Source: an optimization exercise on an open RTL-to-GDS flow (aim: a short achievable clock period and few clock cycles). Production flows keep margins and buffers that such runs may drop.
Function was checked by simulation only, so behaviour that the tests miss may differ from the original.
Power figures rest on the tool's default switching activity, not on a simulated workload.

==> flow/design.v <==
module multi_cpu(
    input wire clk,
    input wire reset,
    output wire [31:0] imem_addr,
    input wire [31:0] imem_rdata,
    output wire [31:0] dmem_addr,
    output wire [31:0] dmem_wdata,
    output wire dmem_we,
    input wire [31:0] dmem_rdata,
    output wire halted
    );
reg [31:0] pc;
reg        halt_r;
reg        x_valid;
reg [4:0]  x_dest;       
reg [31:0] x_a;          
reg [31:0] x_op2;        
reg [31:0] x_opn;        
reg [31:0] x_sd;         
reg        x_sub;
reg        x_rsum, x_ror, x_rand, x_rsll, x_rslt;
reg [4:0]  x_sa;
reg [31:0] x_pc4;
reg [31:0] x_imm;        
reg [31:0] x_pc;
reg        x_beq, x_bne, x_bgtz, x_jr, x_sw, x_lw, x_halt;
reg        x_pred;       
reg [31:0] x_jrpred;     
reg        btb_v;
reg [31:0] btb_pc, btb_tgt;
reg [4:0]  m_dest;
reg [31:1] m_wen;        
reg [31:0] m_res;
reg [31:0] m_sd;
reg        m_we;
reg        m_lw;
reg [31:0] rf [1:31];
assign imem_addr  = pc;
assign dmem_addr  = m_res;
assign dmem_wdata = m_sd;
assign dmem_we    = m_we;
assign halted     = halt_r;
wire [31:0] wb = m_lw ? dmem_rdata : m_res;    
wire [32:0] sum33 = {x_a, 1'b1} + {x_opn, x_sub};
wire [31:0] sum = sum33[32:1];
wire lt = (x_a[31] ^ x_op2[31]) ? x_a[31] : sum[31];
wire eq = (x_a == x_op2);
wire [31:0] c31 = {1'b0, x_a[30:0]} + {1'b0, x_opn[30:0]} + 32'd1;
wire dneg = x_a[31] ^ x_opn[31] ^ c31[31];
wire [31:0] res_other = ({32{x_ror}}  & (x_a | x_op2)) |
                        ({32{x_rand}} & (x_a & x_op2)) |
                        ({32{x_rsll}} & (x_op2 << x_sa)) |
                        {31'b0, x_rslt & lt};
wire [31:0] res = x_rsum ? sum : res_other;
wire br_taken = (x_beq & eq) | (x_bne & ~eq) | (x_bgtz & ~eq & ~dneg);
wire br_miss = (x_beq | x_bne | x_bgtz) & (br_taken ^ x_pred);
wire jr_miss = x_jr & (x_a != x_jrpred);
wire redirect = x_valid & (br_miss | jr_miss);
wire [31:0] x_bt = x_pc4 + {x_imm[29:0], 2'b00};
wire [31:0] redir_pc = x_jr ? x_a : x_pred ? x_pc4 : x_bt;
wire [31:0] ins = imem_rdata;
wire [5:0] op = ins[31:26];
wire [4:0] f_rs = ins[25:21];
wire [4:0] f_rt = ins[20:16];
wire [4:0] f_rd = ins[15:11];
wire op_add  = (op == 6'b000000);
wire op_sub  = (op == 6'b000001);
wire op_addi = (op == 6'b000010);
wire op_or   = (op == 6'b010000);
wire op_and  = (op == 6'b010001);
wire op_ori  = (op == 6'b010010);
wire op_sll  = (op == 6'b011000);
wire op_slt  = (op == 6'b100110);
wire op_slti = (op == 6'b100111);
wire op_sw   = (op == 6'b110000);
wire op_lw   = (op == 6'b110001);
wire op_beq  = (op == 6'b110100);
wire op_bne  = (op == 6'b110101);
wire op_bgtz = (op == 6'b110110);
wire op_j    = (op == 6'b111000);
wire op_jr   = (op == 6'b111001);
wire op_jal  = (op == 6'b111010);
wire op_halt = (op == 6'b111111);
wire f_rtype = op_add | op_sub | op_or | op_and | op_slt | op_sll;
wire f_itype = op_addi | op_ori | op_slti | op_lw;
wire f_br    = op_beq | op_bne | op_bgtz;
wire [4:0] f_dest = f_rtype ? f_rd : f_itype ? f_rt : op_jal ? 5'd31 : 5'd0;
wire f_use_rs = (f_rtype & ~op_sll) | f_itype | op_sw | f_br | op_jr;
wire f_use_rt = f_rtype | op_sw | f_br;
wire f_sub  = op_sub | op_slt | op_slti | f_br;
wire f_bimm = f_itype | op_sw | op_jal;
wire [31:0] pc4 = pc + 32'd4;
wire [31:0] f_sext = {{16{ins[15]}}, ins[15:0]};
wire [31:0] f_imm  = op_jal ? pc4 : op_ori ? {16'b0, ins[15:0]} : f_sext;
wire dep_xa = x_valid & (x_dest != 5'd0) & (f_rs == x_dest);
wire dep_xb = x_valid & (x_dest != 5'd0) & (f_rt == x_dest);
wire dep_ma = (m_dest != 5'd0) & (f_rs == m_dest);
wire dep_mb = (m_dest != 5'd0) & (f_rt == m_dest);
wire [31:0] rfz [0:31];            
assign rfz[0] = 32'd0;
genvar g;
generate
    for (g = 1; g < 32; g = g + 1) begin : rd
        assign rfz[g] = rf[g];
    end
endgenerate
wire [31:0] rf_a = rfz[f_rs];
wire [31:0] rf_b = rfz[f_rt];
wire [31:0] f_b = dep_xb ? res : dep_mb ? wb : rf_b;
wire a_res = ~op_jal & dep_xa;
wire a_wb  = ~op_jal & ~dep_xa & dep_ma;
wire a_rf  = ~op_jal & ~dep_xa & ~dep_ma;
wire b_imm = f_bimm;
wire b_res = ~f_bimm & dep_xb;
wire a_rs = a_res & x_rsum;
wire a_ro = a_res & ~x_rsum;
wire b_rs = b_res & x_rsum;
wire b_ro = b_res & ~x_rsum;
wire b_wb  = ~f_bimm & ~dep_xb & dep_mb;
wire b_rf  = ~f_bimm & ~dep_xb & ~dep_mb;
wire [31:0] f_a   = ({32{a_rs}} & sum) | ({32{a_ro}} & res_other) |
                    ({32{a_wb}} & wb) | ({32{a_rf}} & rf_a);
wire [31:0] f_op2 = ({32{b_imm}} & f_imm) | ({32{b_rs}} & sum) | ({32{b_ro}} & res_other) |
                    ({32{b_wb}} & wb) | ({32{b_rf}} & rf_b);
wire bp = ~f_sub;
wire bn = f_sub;
wire [31:0] f_opn = ({32{b_imm & bp}} & f_imm)     | ({32{b_imm & bn}} & ~f_imm) |
                    ({32{b_rs & bp}} & sum)        | ({32{b_rs & bn}} & ~sum) |
                    ({32{b_ro & bp}} & res_other)  | ({32{b_ro & bn}} & ~res_other) |
                    ({32{b_wb & bp}} & wb)         | ({32{b_wb & bn}} & ~wb) |
                    ({32{b_rf & bp}} & rf_b)       | ({32{b_rf & bn}} & ~rf_b);
wire f_stall = x_valid & x_lw & ((f_use_rs & dep_xa) | (f_use_rt & dep_xb));
wire f_pred = btb_v & (pc == btb_pc);
wire [31:0] f_jrpred = dep_xa ? sum : dep_ma ? wb : rf[31];
wire kill_f = redirect | (x_valid & x_halt) | halt_r;
wire f_go = ~kill_f & ~f_stall;
always @(posedge clk or posedge reset) begin
    if (reset)
        pc <= 32'd0;
    else if (redirect)
        pc <= redir_pc;
    else if (f_stall)
        pc <= pc;
    else if (op_j | op_jal)
        pc <= {pc4[31:28], ins[25:0], 2'b00};
    else if (f_pred)
        pc <= btb_tgt;
    else if (op_jr)
        pc <= f_jrpred;
    else
        pc <= pc4;
end
always @(posedge clk or posedge reset) begin
    if (reset)
        btb_v <= 1'b0;
    else if (x_valid & br_taken & ~x_pred & x_imm[31])
        btb_v <= 1'b1;
end
always @(posedge clk) begin
    if (x_valid & br_taken & ~x_pred & x_imm[31]) begin
        btb_pc  <= x_pc;
        btb_tgt <= x_bt;
    end
end
always @(posedge clk or posedge reset) begin
    if (reset)
        halt_r <= 1'b0;
    else if (x_valid & x_halt)
        halt_r <= 1'b1;
end
always @(posedge clk or posedge reset) begin
    if (reset)
        x_valid <= 1'b0;
    else
        x_valid <= f_go;
end
always @(posedge clk) begin
    x_dest <= f_dest;
    x_a    <= f_a;
    x_op2  <= f_op2;
    x_opn  <= f_opn;
    x_imm  <= f_sext;
    x_sd   <= f_b;
    x_sub  <= f_sub;
    x_rsum <= op_add | op_sub | op_addi | op_lw | op_sw | op_jal;
    x_ror  <= op_or | op_ori;
    x_rand <= op_and;
    x_rsll <= op_sll;
    x_rslt <= op_slt | op_slti;
    x_sa   <= ins[10:6];
    x_pc4  <= pc4;
    x_beq  <= op_beq;
    x_bne  <= op_bne;
    x_bgtz <= op_bgtz;
    x_jr   <= op_jr;
    x_sw   <= op_sw;
    x_lw   <= op_lw;
    x_halt <= op_halt;
    x_pred <= f_pred;
    x_pc   <= pc;
    x_jrpred <= f_jrpred;
end
integer i, j;
always @(posedge clk or posedge reset) begin
    if (reset) begin
        m_we   <= 1'b0;
        m_dest <= 5'd0;
        m_wen  <= 31'd0;
    end else begin
        m_we   <= x_valid & x_sw;
        m_dest <= x_valid ? x_dest : 5'd0;
        for (i = 1; i < 32; i = i + 1)
            m_wen[i] <= x_valid & (x_dest == i);
    end
end
always @(posedge clk) begin
    m_res <= res;
    m_sd  <= x_sd;
    m_lw  <= x_lw;
end
always @(posedge clk or posedge reset) begin
    if (reset) begin
        for (j = 1; j < 32; j = j + 1)
            rf[j] <= 32'd0;
    end else begin
        for (j = 1; j < 32; j = j + 1)
            if (m_wen[j])
                rf[j] <= wb;
    end
end
endmodule
clock: 8.0 ns
lec_check: 0
abc_clock_period_in_ps: 2800
cap_margin: 20
core_margin: 2
core_utilization: 30
setup_slack_margin: 5
slew_margin: 20
run.sh (not shown) runs the stock make flow with config.mk's settings and CLKGATE_MAP_FILE= SYNTH_SCRIPT=/design/flow/synth_recipe.tcl, a recipe that flattens the netlist after the stock synthesis.
Testbench counts at the start, summed over its fixed seeds: cycles 23,578.
Rerun with:
--- a/flow/design.v
+++ b/flow/design.v
@@ -16,6 +16,4 @@
 reg [31:0] x_a;          
 reg [31:0] x_op2;        
-reg [31:0] x_opn;        
-reg [31:0] x_sd;         
 reg        x_sub;
 reg        x_rsum, x_ror, x_rand, x_rsll, x_rslt;
@@ -26,4 +24,5 @@
 reg        x_beq, x_bne, x_bgtz, x_jr, x_sw, x_lw, x_halt;
 reg        x_pred;       
+reg        x_meq, x_mne, x_mgt, x_mgf;
 reg [31:0] x_jrpred;     
 reg        btb_v;
@@ -42,10 +41,11 @@
 assign halted     = halt_r;
 wire [31:0] wb = m_lw ? dmem_rdata : m_res;    
+wire [31:0] x_opn = x_sub ? ~x_op2 : x_op2;
 wire [32:0] sum33 = {x_a, 1'b1} + {x_opn, x_sub};
 wire [31:0] sum = sum33[32:1];
 wire lt = (x_a[31] ^ x_op2[31]) ? x_a[31] : sum[31];
 wire eq = (x_a == x_op2);
-wire [31:0] c31 = {1'b0, x_a[30:0]} + {1'b0, x_opn[30:0]} + 32'd1;
-wire dneg = x_a[31] ^ x_opn[31] ^ c31[31];
+wire [31:0] c31 = {1'b0, x_a[30:0]} + {1'b0, ~x_op2[30:0]} + 32'd1;
+wire dneg = x_a[31] ^ ~x_op2[31] ^ c31[31];
 wire [31:0] res_other = ({32{x_ror}}  & (x_a | x_op2)) |
                         ({32{x_rand}} & (x_a & x_op2)) |
@@ -53,8 +53,9 @@
                         {31'b0, x_rslt & lt};
 wire [31:0] res = x_rsum ? sum : res_other;
+wire [31:0] maddr = x_a + x_imm;               
 wire br_taken = (x_beq & eq) | (x_bne & ~eq) | (x_bgtz & ~eq & ~dneg);
-wire br_miss = (x_beq | x_bne | x_bgtz) & (br_taken ^ x_pred);
 wire jr_miss = x_jr & (x_a != x_jrpred);
-wire redirect = x_valid & (br_miss | jr_miss);
+wire redirect = x_valid & ((eq & x_meq) | (~eq & x_mne) | (~eq & ~dneg & x_mgt) |
+                           (~eq & dneg & x_mgf) | jr_miss);
 wire [31:0] x_bt = x_pc4 + {x_imm[29:0], 2'b00};
 wire [31:0] redir_pc = x_jr ? x_a : x_pred ? x_pc4 : x_bt;
@@ -89,5 +90,5 @@
 wire f_use_rt = f_rtype | op_sw | f_br;
 wire f_sub  = op_sub | op_slt | op_slti | f_br;
-wire f_bimm = f_itype | op_sw | op_jal;
+wire f_bimm = f_itype | op_jal;
 wire [31:0] pc4 = pc + 32'd4;
 wire [31:0] f_sext = {{16{ins[15]}}, ins[15:0]};
@@ -107,5 +108,4 @@
 wire [31:0] rf_a = rfz[f_rs];
 wire [31:0] rf_b = rfz[f_rt];
-wire [31:0] f_b = dep_xb ? res : dep_mb ? wb : rf_b;
 wire a_res = ~op_jal & dep_xa;
 wire a_wb  = ~op_jal & ~dep_xa & dep_ma;
@@ -123,13 +123,6 @@
 wire [31:0] f_op2 = ({32{b_imm}} & f_imm) | ({32{b_rs}} & sum) | ({32{b_ro}} & res_other) |
                     ({32{b_wb}} & wb) | ({32{b_rf}} & rf_b);
-wire bp = ~f_sub;
-wire bn = f_sub;
-wire [31:0] f_opn = ({32{b_imm & bp}} & f_imm)     | ({32{b_imm & bn}} & ~f_imm) |
-                    ({32{b_rs & bp}} & sum)        | ({32{b_rs & bn}} & ~sum) |
-                    ({32{b_ro & bp}} & res_other)  | ({32{b_ro & bn}} & ~res_other) |
-                    ({32{b_wb & bp}} & wb)         | ({32{b_wb & bn}} & ~wb) |
-                    ({32{b_rf & bp}} & rf_b)       | ({32{b_rf & bn}} & ~rf_b);
 wire f_stall = x_valid & x_lw & ((f_use_rs & dep_xa) | (f_use_rt & dep_xb));
-wire f_pred = btb_v & (pc == btb_pc);
+wire f_pred = btb_v & (pc == btb_pc) & f_br;
 wire [31:0] f_jrpred = dep_xa ? sum : dep_ma ? wb : rf[31];
 wire kill_f = redirect | (x_valid & x_halt) | halt_r;
@@ -179,9 +172,7 @@
     x_a    <= f_a;
     x_op2  <= f_op2;
-    x_opn  <= f_opn;
     x_imm  <= f_sext;
-    x_sd   <= f_b;
     x_sub  <= f_sub;
-    x_rsum <= op_add | op_sub | op_addi | op_lw | op_sw | op_jal;
+    x_rsum <= op_add | op_sub | op_addi | op_jal;
     x_ror  <= op_or | op_ori;
     x_rand <= op_and;
@@ -198,4 +189,8 @@
     x_halt <= op_halt;
     x_pred <= f_pred;
+    x_meq  <= (op_beq & ~f_pred) | (op_bne & f_pred) | (op_bgtz & f_pred);
+    x_mne  <= (op_bne & ~f_pred) | (op_beq & f_pred);
+    x_mgt  <= op_bgtz & ~f_pred;
+    x_mgf  <= op_bgtz & f_pred;
     x_pc   <= pc;
     x_jrpred <= f_jrpred;
@@ -215,6 +210,6 @@
 end
 always @(posedge clk) begin
-    m_res <= res;
-    m_sd  <= x_sd;
+    m_res <= (x_lw | x_sw) ? maddr : res;
+    m_sd  <= x_op2;
     m_lw  <= x_lw;
 end
Effect: Worst setup slack loses 62 ps. Area after synthesis fell by 1.9%. Register-to-register slack loses 310 ps. Synthesized cell count fell by 3.1%. Core utilization fell by 0.47 points. Sequential power stays flat. Clock-buffer cell count fell by 15. Combinational power rose by 16%. Routed wire length fell by 3.9%. Via count fell by 2.9%. Total power rose by 0.94%. Sequential share of layout area is about the same.
Testbench counts after the change, summed over its fixed seeds: cycles 23,578.

-- separate check: timing with driven ports --
The flow's constraints put no driver on any port. The routed layouts listed below were extracted and timed again, unchanged, in two steps. Step 1 assumes that a clkbuf_16 drives the clock port and a buf_2 every other input. Step 2 adds t to the input delays and takes it off the output delays; t is the mean of the earliest and latest rising clock arrival at the registers after step 1. Input paths then give back, and output paths get back, about the clock's delay inside the block. Three values: ideal, step 1, step 2; two values: the first two.
| run | t, ns | setup WS [ns] | hold WS [ns] | worst data-port slew with drivers (ns) |
|---|---|---|---|---|
| the first run | 0.941 | 4.197 / 4.062 / 3.121 | 0.334 / 0.334 / 0.334 | 0.41 |
| the second run | 0.938 | 4.135 / 4.135 / 3.253 | 0.381 / 0.381 / 0.381 | 0.20 |
After both steps setup and hold are still met in every run listed. The setup slack of the first run, which loses most, moves by -0.135 ns with the drivers and by -1.076 ns with both steps.
